This is an optimization exercise on Yosys and OpenROAD, whose aim is small area, not a production implementation. In this exercise RTL edits were held to simulation tests only and were not proved equivalent to the original. No activity file was given, so power comes from the tool's default toggle rates.

$ cat flow/flow/run.sh
#!/bin/bash
# The standard layout (standard.sh) with these changes:
# - synthesis (registers and their mapping unchanged):
#   * the ABC technology-mapping step uses flow/area.abc, an area-oriented
#     script, in place of ORFS's delay-oriented abc_speed.script (the 20 ns
#     clock leaves plenty of slack);
#   * no half/full-adder extraction (ADDER_MAP_FILE empty) and no
#     Kogge-Stone carry-lookahead map for comparators and adders
#     (SYNTH_OPERATIONS_ARGS replaces it), so ABC maps that logic for area.
# - clock tree: buffers and sink clusters as in CTS_ARGS below, no dummy loads.
# - port buffers: every input and output port still gets a buffer, of the
#   small buf_1 cell.
# - the resizer may change a cell's footprint (MATCH_CELL_FOOTPRINT=0), so
#   it can upsize a weak driver instead of adding a buffer.
# Each tool's full output is in the ORFS logs under orfs/logs; make's own
# output is in flow.log.
set -euo pipefail
W=$PWD
cat > "$W/abc_override.tcl" <<EOT
proc abc {args} {
  foreach opt {-script -D -constr} {
    set i [lsearch -exact \$args \$opt]
    if {\$i >= 0} { set args [lreplace \$args \$i [expr {\$i + 1}]] }
  }
  yosys abc -script $W/flow/area.abc {*}\$args
}
EOT
cat "$W/abc_override.tcl" "$W/synth_recipe.tcl" > "$W/synth_area.tcl"
sed "s|SYNTH_SCRIPT=[^ ]*|SYNTH_SCRIPT=$W/synth_area.tcl|" "$W/standard.sh" > "$W/standard_area.sh"
export CTS_ARGS="-sink_clustering_enable -repair_clock_nets -dont_use_dummy_load -buf_list sky130_fd_sc_hd__clkbuf_8 -sink_clustering_size 16 -sink_clustering_max_diameter 60"
export BUFFER_PORTS_ARGS="-buffer_cell sky130_fd_sc_hd__buf_1"
bash "$W/standard_area.sh" "ADDER_MAP_FILE=" "SYNTH_OPERATIONS_ARGS=-noshare" "MATCH_CELL_FOOTPRINT=0" finish > "$W/flow.log" 2>&1
$ cat flow/flow/area.abc
strash
dc2
strash
&get -n
&dc2
&dch -f
&nf -R 1000 -p -F 8 -C 32
&put
strash
&get -n
&dch -f
&nf -R 1000 -p -F 8 -C 32
&put
$ cat flow/standard.sh
#!/bin/bash
# synth_recipe.tcl (not shown) runs the flow's synth.tcl, then flattens the netlist and writes it again
# the make line also repeats each setting of config.mk as NAME=value (left out here)
make -C /OpenROAD-flow-scripts/flow DESIGN_CONFIG=/design/flow/config.mk WORK_HOME=/design/flow/orfs CLKGATE_MAP_FILE= SYNTH_SCRIPT=/design/flow/synth_recipe.tcl "${@:-finish}"
$ cat flow/config.mk
export PLATFORM = sky130hd
export DESIGN_NAME = top
export DESIGN_NICKNAME = top
export VERILOG_FILES = /design/flow/design.v
export SDC_FILE = /design/flow/constraint.sdc
export NUM_CORES = 4
export LEC_CHECK = 0
export CAP_MARGIN = 20
export CORE_MARGIN = 2
export CORE_UTILIZATION = 50
export PLACE_DENSITY = 0.65
export SLEW_MARGIN = 20
export SYNTH_HIERARCHICAL = 1
$ cat flow/constraint.sdc
create_clock -name core_clock -period 20.0 [get_ports {clk}]
set_input_delay 4.0000 -clock core_clock [delete_from_list [all_inputs] [get_ports {clk}]]
set_output_delay 4.0000 -clock core_clock [all_outputs]
set_load 0.01 [all_outputs]
$ cat flow/design.v
module field_row (
    input clk,
    input [11:0] up,
    input [11:0] w,
    input sh,
    input wr,
    input hold,
    output reg [11:0] q
);
	always @(posedge clk)
		q <= (up & {12{sh}}) | (w & {12{wr}}) | (q & {12{hold}});
endmodule
module field_row0 (
    input clk,
    input [11:0] w,
    input wr,
    input hold,
    output reg [11:0] q
);
	always @(posedge clk)
		q <= (w & {12{wr}}) | (q & {12{hold}});
endmodule
module box_reg (
    input clk,
    input [7:0] shape,
    input [7:0] shl,
    input [7:0] tr,
    input [7:0] prev,
    input spawn,
    input sh_left,
    input transpose,
    input restore,
    input hold,
    output reg [7:0] q
);
	always @(posedge clk)
		q <= (shape & {8{spawn}}) | (shl & {8{sh_left}}) | (tr & {8{transpose}})
		   | (prev & {8{restore}}) | (q & {8{hold}});
endmodule
module box_reg_low (
    input clk,
    input [7:0] shl,
    input [7:0] tr,
    input [7:0] prev,
    input sh_left,
    input transpose,
    input restore,
    input hold,
    output reg [7:0] q
);
	always @(posedge clk)
		q <= (shl & {8{sh_left}}) | (tr & {8{transpose}})
		   | (prev & {8{restore}}) | (q & {8{hold}});
endmodule
module col_reg (
    input clk,
    input [3:0] dec_v,
    input [3:0] inc_v,
    input [3:0] prev_col,
    input spawn,
    input dec,
    input inc,
    input rest,
    input hold,
    output reg [3:0] q
);
	always @(posedge clk)
		q <= {1'b0, spawn, 2'b00} | (dec_v & {4{dec}}) | (inc_v & {4{inc}})
		   | (prev_col & {4{rest}}) | (q & {4{hold}});
endmodule
module row_cnt (
    input clk,
    input [4:0] inc_v,
    input [4:0] ct,
    input [4:0] ct1,
    input inc,
    input ld_ct,
    input ld_ct1,
    input hold,
    output reg [4:0] q
);
	always @(posedge clk)
		q <= (inc_v & {5{inc}}) | (ct & {5{ld_ct}}) | (ct1 & {5{ld_ct1}}) | (q & {5{hold}});
endmodule
module top(
    input clk,                  
    input rst,                  
    input start_game,           
    input drop,                 
    input rotate,               
    input left,                 
    input right,                
    output [3:0] red,           
    output [3:0] blue,
    output [3:0] green,
    output hsync,               
    output vsync,               
    output [7:0] disp0,         
    output [7:0] disp1          
);
	reg [15:0] lfsr;
	wire feedback;
	assign feedback = lfsr[15] ^ lfsr[13] ^ lfsr[12] ^ lfsr[10];
	reg lfsr_out;
	always @(posedge clk or posedge rst) begin
	    if (rst) begin
	        lfsr <= 16'hACE1;
	    end else begin
	        lfsr <= {lfsr[14:0], feedback};
	    end
	end
	always @(posedge clk)
	    if (!rst)
	        lfsr_out <= lfsr[15];
	wire [2:0] top3 = {lfsr_out, lfsr[15:14]};
	wire [2:0] chooseBlock = (top3 == 3'd7) ? 3'd0 : top3;
	reg [5:0] qx;
	reg [4:0] sx;
	reg [4:0] qy;
	reg [4:0] sy;
	reg pix_en;
	always @(posedge clk)
		if (rst)
			pix_en <= 1'b0;
		else
			pix_en <= ~pix_en;
	wire x_last = (qx == 38) && (sx == 18);    
	wire y_last = (qy == 25) && (sy == 17);    
	always @(posedge clk) begin
		if (rst) begin
			qx <= 0;
			sx <= 17;
		end else if (pix_en) begin
			if (x_last) begin
				qx <= 0;
				sx <= 17;
			end else if (sx == 20) begin
				qx <= qx + 1;
				sx <= 0;
			end else
				sx <= sx + 1;
		end
	end
	always @(posedge clk) begin
		if (rst) begin
			qy <= 0;
			sy <= 17;
		end else if (pix_en && x_last) begin
			if (y_last) begin
				qy <= 0;
				sy <= 17;
			end else if (sy == 20) begin
				qy <= qy + 1;
				sy <= 0;
			end else
				sy <= sy + 1;
		end
	end
	assign hsync = (qx < 5) || (qx == 5 && sx < 8);        
	assign vsync = (qy == 0) && (sy < 19);                 
	wire row_on = (qy >= 4) && (qy <= 23) && (sy <= 17);
	parameter INIT         = 4'b0000;
	parameter SPAWN_BLOCK  = 4'b0001;
	parameter MOVE_BLOCK   = 4'b0010;
	parameter MOVE_LEFT    = 4'b0011;
	parameter MOVE_RIGHT   = 4'b0100;
	parameter MOVE_DOWN    = 4'b0101;
	parameter EVALUATE     = 4'b0110;
	parameter PREROTATE    = 4'b0111;
	parameter ROTATE_BLOCK = 4'b1000;
	parameter END_GAME     = 4'b1001;
	parameter FALL_SLOW    = 1999;
	parameter FALL_FAST    = 199;
	reg [11:0] game_space[19:0];    
	wire [3:0] blk[3:0];      
	wire [3:0] blk_col;        
	reg [3:0] prev[3:0];      
	reg [3:0] prev_col;       
	reg [3:0] gamestate;
	reg [4:0] current_top;
	wire [4:0] block_row;
	wire [4:0] game_row;       
	wire blk_any3 = blk[0][3] | blk[1][3] | blk[2][3] | blk[3][3];    
	wire gameborder_left  = (blk_col == 0) && blk_any3;
	reg gameborder_right;
	always @(*) begin
		case (blk_col)
			4'd8:  gameborder_right = blk[0][0] | blk[1][0] | blk[2][0] | blk[3][0];
			4'd9:  gameborder_right = blk[0][1] | blk[1][1] | blk[2][1] | blk[3][1];
			4'd10: gameborder_right = blk[0][2] | blk[1][2] | blk[2][2] | blk[3][2];
			4'd11: gameborder_right = blk[0][3] | blk[1][3] | blk[2][3] | blk[3][3];
			default: gameborder_right = 1'b0;
		endcase
	end
	reg collision;
	reg collision_begin_check;
	reg collision_complete;
	wire fall;
	reg quick_fall;
	reg [10:0] cntr;
	integer i;
	reg left_d;
	reg right_d;
	reg drop_d;
	reg start_game_d;
	reg rotate_d;
	always @ (posedge clk) begin
		left_d <= left;
		right_d <= right;
		drop_d <= drop;
		start_game_d <= start_game;
		rotate_d <= rotate;
	end
	always @ (posedge clk) begin
		if(rst)
			cntr <= 0;
		else if(~quick_fall && (cntr >= FALL_SLOW))
			cntr <= 0;
		else if(quick_fall && (cntr >= FALL_FAST))
			cntr <= 0;
		else
			cntr <= cntr + 1;
	end
	assign fall = quick_fall?(cntr == FALL_FAST):(cntr == FALL_SLOW);
	wire start_edge  = start_game_d ^ start_game;
	wire left_rel    = left_d & ~left;
	wire right_rel   = right_d & ~right;
	wire drop_edge   = drop_d ^ drop;
	wire rotate_edge = rotate_d ^ rotate;
	reg [11:0] gs_rd;
	always @(*) begin
		gs_rd = 12'h000;
		for (i = 0; i < 20; i = i + 1)
			gs_rd = gs_rd | (game_space[i] & {12{game_row == i}});
	end
	wire [4:0] ev_off = game_row - current_top;
	wire ev_in = (game_row >= current_top) && (ev_off < 4);
	assign block_row = ev_off - (gamestate == MOVE_DOWN);
	wire [1:0] br_sel = block_row[1:0];    
	wire [3:0] br_box = blk[br_sel];
	wire [11:0] br_row = {br_box, 8'h00} >> blk_col;
	wire [11:0] ev_row = gs_rd | (ev_in ? br_row : 12'h000);
	wire ev_full = (ev_row == 12'hFFF);
	reg fs_clear;         
	reg fs_write;         
	reg fs_shift;         
	always @(*) begin
		fs_clear = 0;
		fs_write = 0;
		fs_shift = 0;
		if (~rst && ~collision_begin_check) begin
			if (gamestate == INIT && start_edge)
				fs_clear = 1;
			if (gamestate == EVALUATE && game_row != 20) begin
				if (ev_full)
					fs_shift = 1;
				else
					fs_write = 1;
			end
		end
	end
	wire [11:0] wr_data = fs_clear ? 12'h000 : ev_row;
	reg [19:0] row_sh, row_wr, row_hold;
	always @(*)
		for (i = 0; i < 20; i = i + 1) begin
			row_sh[i] = fs_shift && (i <= game_row);
			row_wr[i] = fs_clear || (fs_write && i == game_row);
			row_hold[i] = ~(row_sh[i] | row_wr[i]);
		end
	wire [11:0] gs_q[19:0];
	genvar gr;
	generate
		for (gr = 1; gr < 20; gr = gr + 1) begin : rows
			field_row field_row_i (
				.clk(clk),
				.up(gs_q[gr - 1]),
				.w(wr_data),
				.sh(row_sh[gr]),
				.wr(row_wr[gr]),
				.hold(row_hold[gr]),
				.q(gs_q[gr])
			);
		end
	endgenerate
	field_row0 field_row_0 (
		.clk(clk),
		.w(wr_data),
		.wr(row_wr[0]),
		.hold(row_hold[0]),
		.q(gs_q[0])
	);
	always @(*)
		for (i = 0; i < 20; i = i + 1)
			game_space[i] = gs_q[i];
	wire pts_clr = rst | (~collision_begin_check && gamestate == INIT && start_edge);
	wire pts_inc = fs_shift;
	reg box_spawn, box_shl, box_tr, box_rest;
	reg col_dec, col_inc;
	reg gr_inc, gr_zero, gr_ct, gr_ct1;
	always @(*) begin
		box_spawn = 0;
		box_shl = 0;
		box_tr = 0;
		box_rest = 0;
		col_dec = 0;
		col_inc = 0;
		gr_inc = 0;
		gr_zero = 0;
		gr_ct = 0;
		gr_ct1 = 0;
		if (rst) begin
		end else if (collision_begin_check)
			gr_inc = 1;
		else
			case (gamestate)
				SPAWN_BLOCK: begin
					box_spawn = ~collision_complete;
					gr_zero = ~collision_complete;
				end
				MOVE_LEFT:
					if (~collision_complete) begin
						gr_ct = 1;
						box_shl = (blk_col == 0);
						col_dec = (blk_col != 0);
					end else
						col_inc = collision;
				MOVE_RIGHT:
					if (~collision_complete) begin
						gr_ct = 1;
						col_inc = 1;
					end else begin
						box_shl = collision && (blk_col == 0);
						col_dec = collision && (blk_col != 0);
					end
				MOVE_DOWN:
					if (~collision_complete)
						gr_ct1 = 1;
					else
						gr_zero = collision;
				EVALUATE:
					gr_inc = (game_row != 20);
				PREROTATE: begin
					box_tr = (blk_col == 0);
					col_dec = (blk_col != 0);
				end
				ROTATE_BLOCK:
					if (blk_col == 0 && ~blk_any3)
						box_shl = 1;
					else if (blk_col < prev_col) begin
						col_inc = ~gameborder_right;
						box_rest = gameborder_right;
					end else begin
						gr_ct = ~collision_complete;
						box_rest = collision_complete && collision;
					end
				default: ;
			endcase
	end
	wire box_hold = ~(box_spawn | box_shl | box_tr | box_rest);
	reg [7:0] shape;    
	always @(*)
		case (chooseBlock)
			3'b001: shape = {4'b0000, 4'b1111};  
			3'b010: shape = {4'b1110, 4'b0100};  
			3'b011: shape = {4'b0010, 4'b1110};  
			3'b100: shape = {4'b1000, 4'b1110};  
			3'b101: shape = {4'b0110, 4'b1100};  
			3'b110: shape = {4'b1100, 4'b0110};  
			default: shape = {4'b1100, 4'b1100};  
		endcase
	wire [15:0] box_q;
	box_reg box_reg_i (
		.clk(clk),
		.shape(shape),
		.shl({blk[1][2:0], 1'b0, blk[0][2:0], 1'b0}),
		.tr({blk[3][2], blk[2][2], blk[1][2], blk[0][2],
		     blk[3][3], blk[2][3], blk[1][3], blk[0][3]}),
		.prev({prev[1], prev[0]}),
		.spawn(box_spawn),
		.sh_left(box_shl),
		.transpose(box_tr),
		.restore(box_rest),
		.hold(box_hold),
		.q(box_q[7:0])
	);
	box_reg_low box_reg_low_i (
		.clk(clk),
		.shl({blk[3][2:0], 1'b0, blk[2][2:0], 1'b0}),
		.tr({blk[3][0], blk[2][0], blk[1][0], blk[0][0],
		     blk[3][1], blk[2][1], blk[1][1], blk[0][1]}),
		.prev({prev[3], prev[2]}),
		.sh_left(box_shl),
		.transpose(box_tr),
		.restore(box_rest),
		.hold(box_hold),
		.q(box_q[15:8])
	);
	col_reg col_reg_i (
		.clk(clk),
		.dec_v(blk_col - 4'd1),
		.inc_v(blk_col + 4'd1),
		.prev_col(prev_col),
		.spawn(box_spawn),
		.dec(col_dec),
		.inc(col_inc),
		.rest(box_rest),
		.hold(~(box_spawn | col_dec | col_inc | box_rest)),
		.q(blk_col)
	);
	row_cnt row_cnt_i (
		.clk(clk),
		.inc_v(game_row + 5'd1),
		.ct(current_top),
		.ct1(current_top + 5'd1),
		.inc(gr_inc),
		.ld_ct(gr_ct),
		.ld_ct1(gr_ct1),
		.hold(~(gr_inc | gr_zero | gr_ct | gr_ct1)),
		.q(game_row)
	);
	assign blk[0] = box_q[3:0];
	assign blk[1] = box_q[7:4];
	assign blk[2] = box_q[11:8];
	assign blk[3] = box_q[15:12];
	always @ (posedge clk) begin
		if (rst) begin
			gamestate <= INIT;
			collision_begin_check <= 0;
			quick_fall <= 0;
		end else if(collision_begin_check) begin
			if(~collision && (block_row <4) && (game_row <20)) begin
				 if(gs_rd & br_row)
					  collision <= 1;
			end else if((game_row == 20) && (block_row <4) && (br_box != 0))
				 collision <= 1;
			else begin
				 collision_complete <= 1;
				 collision_begin_check <= 0;
			end
		end else begin
			case (gamestate)
				 INIT: begin
					  if (start_edge) begin
							gamestate <= SPAWN_BLOCK;
							collision_complete <= 0;
					  end
				 end
				 SPAWN_BLOCK: begin
					  if(~collision_complete) begin
							current_top <= 0;
							collision_begin_check <= 1;
							collision <= 0;
							quick_fall <= 0;
					  end else if (collision) begin
							gamestate <= END_GAME;
					  end else if (collision_complete) begin
							gamestate <= MOVE_BLOCK;
					  end
				 end
				 MOVE_BLOCK: begin
					  collision_complete <= 0;
					  if(fall) begin
							gamestate <= MOVE_DOWN;
					  end else if (left_rel && ~gameborder_left) begin
							gamestate <= MOVE_LEFT;
					  end else if (right_rel && ~gameborder_right) begin
							gamestate <= MOVE_RIGHT;
					  end else if(drop_edge) begin
							quick_fall <= 1;
					  end else if (rotate_edge) begin
							gamestate <= PREROTATE;
							for(i=0;i<4;i=i+1)
								 prev[i] <= blk[i];
							prev_col <= blk_col;
					  end
				 end
				 MOVE_LEFT: begin
					  if (~collision_complete) begin
							collision <= 0;
							collision_begin_check <= 1;
					  end else begin
							gamestate <= MOVE_BLOCK;
					  end
				 end
				 MOVE_RIGHT: begin
					  if(~collision_complete) begin
							collision <= 0;
							collision_begin_check <= 1;
					  end else begin
							gamestate <= MOVE_BLOCK;
					  end
				 end
				 MOVE_DOWN: begin
					  if(~collision_complete) begin
							if(current_top < 19) begin
								 collision <= 0;
								 collision_begin_check <= 1;
							end else if(current_top == 19 && blk[0] != 0) begin
								 collision <= 1;
								 collision_complete <= 1;
							end
					  end else if(collision) begin
							gamestate <= EVALUATE;
					  end else begin
							current_top <= current_top + 1;
							gamestate <= MOVE_BLOCK;
					  end
				 end
				 EVALUATE: begin
					if(game_row == 20) begin
						gamestate <= SPAWN_BLOCK;
						collision_complete <= 0;
					end
				end
				PREROTATE: begin
				  if (blk_col != 0) begin
					end else begin
						collision_complete <= 0;
						gamestate <= ROTATE_BLOCK;
					 end
				 end
				 ROTATE_BLOCK: begin
					 if (blk_col == 0 && ~blk_any3) begin
					 end else if (blk_col < prev_col) begin
						 if (gameborder_right)
							gamestate <= MOVE_BLOCK;
					  end else begin
						 if (~collision_complete) begin
							collision_begin_check <= 1;
							collision <= 0;
						 end else if (collision) begin
							gamestate <= MOVE_BLOCK;
						 end else begin
							gamestate <= MOVE_BLOCK;
						 end
					  end
				 end
				END_GAME: begin
				  if(start_edge)
					 gamestate <= INIT;
				end
			endcase
		end
	end
	reg [11:0] dp_gs;
	reg dp_gs_bit;
	reg [19:0] dp_sel;
	always @(*) begin
		for (i = 0; i < 20; i = i + 1)
			dp_sel[i] = (qy == i + 4);
		dp_gs = 12'h000;
		for (i = 0; i < 20; i = i + 1)
			dp_gs = dp_gs | (game_space[i] & {12{dp_sel[i]}});
		dp_gs_bit = 1'b0;
		for (i = 0; i < 12; i = i + 1)
			dp_gs_bit = dp_gs_bit | (dp_gs[i] & (qx == i + 17));
	end
	wire [4:0] dp_row = qy - 5'd4;
	wire [4:0] dp_off = dp_row - current_top;
	wire dp_in = (dp_row >= current_top) && (dp_off < 4);
	wire [5:0] dp_j = qx + {2'b00, blk_col} - 6'd25;
	wire [3:0] dp_box = blk[dp_off[1:0]];
	wire dp_blk_bit = dp_in && (dp_j < 4) && dp_box[dp_j[1:0]];
	wire disp_bit = dp_gs_bit | dp_blk_bit;
	wire block = disp_bit && row_on && (qx >= 17) && (qx <= 28) && (sx <= 17);
	wire x_in = (qx > 16 || (qx == 16 && sx >= 17)) && (qx < 29 || (qx == 29 && sx == 0));
	wire y_in = (qy > 3 || (qy == 3 && sy >= 17)) && (qy < 24 || (qy == 24 && sy == 0));
	wire x_edge = (qx == 16 && sx == 17) || (qx == 29 && sx == 0);
	wire y_edge = (qy == 3 && sy == 17) || (qy == 24 && sy == 0);
	wire frame = (y_edge && x_in) || (x_edge && y_in);
	reg pix_pre, pix;
	always @(posedge clk) begin
		pix_pre <= block | frame;
		if (pix_en)
			pix <= pix_pre;
	end
	wire vis_x = (qx > 7 || (qx == 7 && sx > 14)) && (qx < 38 || (qx == 38 && sx <= 6));
	wire vis_y = (qy > 2 || (qy == 2 && sy > 10)) && (qy < 25 || (qy == 25 && sy <= 6));
	wire on = vis_x && vis_y && pix;
	assign red = {4{on}};
	assign blue = {4{on}};
	assign green = {4{on}};
	reg pts_clr_d, pts_inc_d;
	reg [3:0] ones;
	reg [4:0] tens;
	always @(posedge clk) begin
		pts_clr_d <= pts_clr;
		pts_inc_d <= pts_inc;
		if (pts_clr_d) begin
			ones <= 0;
			tens <= 0;
		end else if (pts_inc_d) begin
			if (ones == 9) begin
				ones <= 0;
				tens <= tens + 1;
			end else if (tens == 25 && ones == 5) begin
				ones <= 0;
				tens <= 0;
			end else
				ones <= ones + 1;
		end
	end
	function [7:0] seg7;
		input [3:0] num;
		seg7 = (num == 0) ? 8'b11000000 :
		       (num == 1) ? 8'b11111001 :
		       (num == 2) ? 8'b10100100 :
		       (num == 3) ? 8'b10110000 :
		       (num == 4) ? 8'b10011001 :
		       (num == 5) ? 8'b10010010 :
		       (num == 6) ? 8'b10000010 :
		       (num == 7) ? 8'b11111000 :
		       (num == 8) ? 8'b10000000 :
		       (num == 9) ? 8'b10010000 : 8'b01111111;
	endfunction
	assign disp0 = seg7(ones);
	assign disp1 = seg7(tens[3:0]);
endmodule
==> impl_metrics.py <==
metrics = {
    "sta": {
        "slew-limit-headroom": 0.196,
        "rsz0062_at_grt": "no",
        "max_freq_ghz": 0.133,
        "fin_crit_ns": 7.55,
        "setup_viol": 0,
        "period_share": 0.377,
        "final_hold_viol_count": 0,
        "fin_worst_skew_ns": 0.0948,
        "fin_tns_setup_ns": 0,
        "slew_viol_final": 0,
        "tightest_slew_ns": 1.20,
        "setup_slack_ns": 12.45,
    },
    "cts": {
        "numCtsBuffers": 35,
        "ctsResizeCount": 0,
        "cts_tree": "yes",
        "clkLatencyLatePin_ns": 0.67,
        "cts_setup_buffers": 0,
        "clock-sinks": 366,
        "h-tree-depth": 2,
        "cts-root-buf": "clkbuf_8",
        "cts_hold_buf": 0,
        "cts_buffer_depth": 3,
        "clkTransAtPathRegs_ns": 0.10,
    },
    "power": {
        "worst_ir_drop_vdd_mv": 0.0958,
        "p_total_uw": 2370,
        "sequentialPowerShare": 0.486,
        "clockPowerShare": 0.175,
        "power_density_nw_per_um2": 120,
        "p_int_uw": 1260,
        "sw_frac_of_total": 0.468,
        "combPwrFrac": 0.339,
        "switching_power_uw": 1110,
        "p_leak_uw": 0.00686,
    },
    "placement": {
        "dpl_worst_slack_ns": 12.17,
        "routabilityCongestion": 1.10,
        "port_buffers": 36,
        "dpl.hpwl_um": 60400,
        "place_inst": 2546,
    },
    "critical_path": {
        "critPathLaunch": "rst",
        "critPathBufInv": 5,
        "required_ns": 20.53,
        "critPathLaunchType": "input port",
        "cp_max_fo": 24,
        "cp_top_family": "simple AND/OR/NAND/NOR gates",
        "cpMaxStageDelayCell": "a21oi_1",
        "r2r_start": "gamestate[2]",
        "end_kind": "flop",
        "crit_arrival_ns": 8.08,
        "crit_type": "in2reg",
        "r2r_slack_ns": 12.63,
        "cp_cell_sequence": "buf_1, buf_4, or2_0, nor2_1, nand2b_1, clkinv_1, nand2_1, a21oi_1, buf_4, nor2_1, a222oi_1, clkinv_1",
        "slowest_delay_ns": 0.73,
    },
    "die": {
        "fp.dieH_um": 193,
        "start_util": 0.506,
        "fp.coreArea_um2": 35400,
        "dieArea_um2": 37400,
        "rows": 69,
        "die_w_um": 193,
        "io_pins": 37,
    },
    "route": {
        "via_per_inst": 7.85,
        "drt_wl_total_um": 91300,
        "drc": 0,
        "drt.antenna.violating_nets": 0,
        "vias": 20300,
        "initialDrtViolationCount": 5109,
        "post_drt_wl_per_cell_um": 35.3,
        "first_pass_iters": 17,
    },
    "yosys": {
        "synth_ff_type": "dfxtp_1",
        "yosysWarnings": 17,
        "yosysSeqAreaShare": 0.430,
        "syn_inst": 1976,
        "synth_top_cell_by_area": "dfxtp_1",
        "synth_area_leaders": "dfxtp_1 (36%), a222oi_1 (19%), clkinv_1 (5.3%)",
        "synth_area_um2": 17900,
        "synth_area_per_cell_um2": 9.07,
        "synth-seq-cells": 366,
        "synth_top_area_frac": 0.359,
        "async_reset_ff_frac": 0.0437,
        "synth_cell_type_count": 64,
        "synth_edf_count": 29,
    },
    "layout": {
        "regArea_um2": 7710,
        "final_cell_count_no_fill": 2588,
        "syn2layout_area_growth_pct": 10.5,
        "fill_cells": 3244,
        "multi_input_comb_area_um2": 9300,
        "drive_above_1_share": 0.0758,
        "fin_nets": 2132,
        "final_util": 0.559,
    },
    "run": {
        "drv_cap": 0,
    },
    "hold_path": {
        "worstHoldStart": "lfsr[6]",
        "hp-class": "reg2reg",
    },
    "global_route": {
        "grt_pass1_vias": 19200,
        "grt_pass1_wl_um": 133000,
        "grt-ovfl-total": 0,
        "grt_usage": 0.478,
        "antenna_found_initial": 8,
        "grt_max_degree": 25,
    },
    "status": {
        "status": "no timing/DRC/antenna violations",
    },
}
Yosys stat by module (local to each module, per instance):
module | flops+latches | cell area, um^2
field_row0 | 12 | 345
top | 101 | 8890
box_reg | 8 | 330
field_row | 12 | 405
row_cnt | 5 | 194
col_reg | 4 | 151
box_reg_low | 8 | 310
layout make-up:
cell class,count,area share
Antenna cell,4,0.000506
Multi-Input combinational cell,1348,0.470
Timing Repair Buffer,120,0.0389
Inverter,254,0.0482
Sequential cell,366,0.389
Clock buffer,35,0.0243
Tap cell,461,0.0291
cells in the final DEF (no fill, tap or decap), types with 29 or more instances in the layout:
cell      netlist  routed
nand2_1       161     161
a21oi_1        70      69
clkbuf_8        0      35
buf_1           0      36
buf_4          12      82
edfxtp_1       29      29
a22oi_1        76      76
nor2_1        167     145
xnor2_1        30      30
o21ai_0        56      55
a222oi_1      344     344
clkinv_1      254     254
nand3_1        65      65
nor3_1         61      59
nand4_1        29      29
dfxtp_1       321     321
cells by family (layout without fill, tap and decap cells):
logic type,count (synthesis),in the layout,share of synthesized area
buffers and inverters,266,409,0.0582
AND/OR/NAND/NOR,592,592,0.155
other,2,10,0.000419
adder cells (fa/ha/maj),5,5,0.00279
XOR/XNOR,44,44,0.0215
flip-flops,366,366,0.430
AO/OA/AOI/OAI,690,690,0.324
multiplexers,11,11,0.00768
stage by stage:
stage / hold slack [ns] / cell area [um^2]
after floorplan: 0.331 / 17900
after global placement: 0.336 / 19300
after detailed placement: 0.343 / 19300
after CTS: 0.341 / 19700
after global routing: 0.350 / 19800
final: 0.337 / 19800
synthesized netlist by cell type, drive strengths merged (14+ instances only):
cell type    n
a22o        23
a21oi       70
xnor2       30
nand2      161
nand2b      17
and3        16
dfxtp      321
o31ai       14
nor2b       18
o21ai       56
clkinv     254
xor2        14
nor3        61
nand4       29
a222oi     344
edfxtp      29
nor2       167
a22oi       76
a221oi      27
nand3       65
a31oi       18
flip-flops by register name, summed over array words and instances, names as in the netlist, 5 cells and up:
signal and count:
sx 5, lfsr 16, box_reg_low_i.q 8, field_row_0.q 12, box_reg_i.q 8, row_cnt_i.q 5
sy 5, current_top 5, qy 5, qx 6, cntr 11, prev 16
rows.field_row_i.q 228, tens 5
power by group through the flow:
stage                     clock network, uW  registers [uW]  logic [uW]
after CTS                               415            1120         744
final                                   414            1150         802
after floorplan                           0            1000         477
after global routing                    444            1150         840
after detailed placement                  0            1130         740
after global placement                    0            1140         729
layer usage:
metal / GRT usage / vias up / share of wire
met5: 0 / - / 0.00030
met4: 0.405 / 4 / 0.11
met3: 0.221 / 569 / 0.15
met2: 0.683 / 1827 / 0.40
met1: 0.541 / 9568 / 0.33
li1: - / 8335 / -
path summary, 6_finish.rpt:
kind                                             end  depth (start not counted)
min reg2reg                                  lfsr[7]                          0
max reg2reg                rows[19].field_row_i.q[7]                         21
min                                          lfsr[7]                          0
min in group asynchronous                    lfsr[1]                          3
max in group asynchronous                    lfsr[4]                          3
max                        rows[19].field_row_i.q[7]                         12

## what the ideal ports hide
No port has a modelled driver above. Below, the same layout with a new extraction and two added sets of constraints. Step 1: set_driving_cell puts a clkbuf_16 on clk and a buf_2 on each other input, an assumption about the parent block. Step 2 also shifts input and output timing later by t, the mid clock arrival at the registers, as if the neighbouring blocks saw the same clock. Three values: no drivers, after step 1, after step 2; two values: the first two.
t, ns: 0.672
setup slack, ns: 12.454 / 12.486 / 11.814
hold WS [ns]: 0.337 / 0.337 / 0.337
worst data-port slew with drivers (ns): 0.03
cell pins on the clock port's net: 1
After both steps setup and hold are still met in this run. The setup slack of this run moves by +0.032 ns with the drivers and by -0.640 ns with both steps.
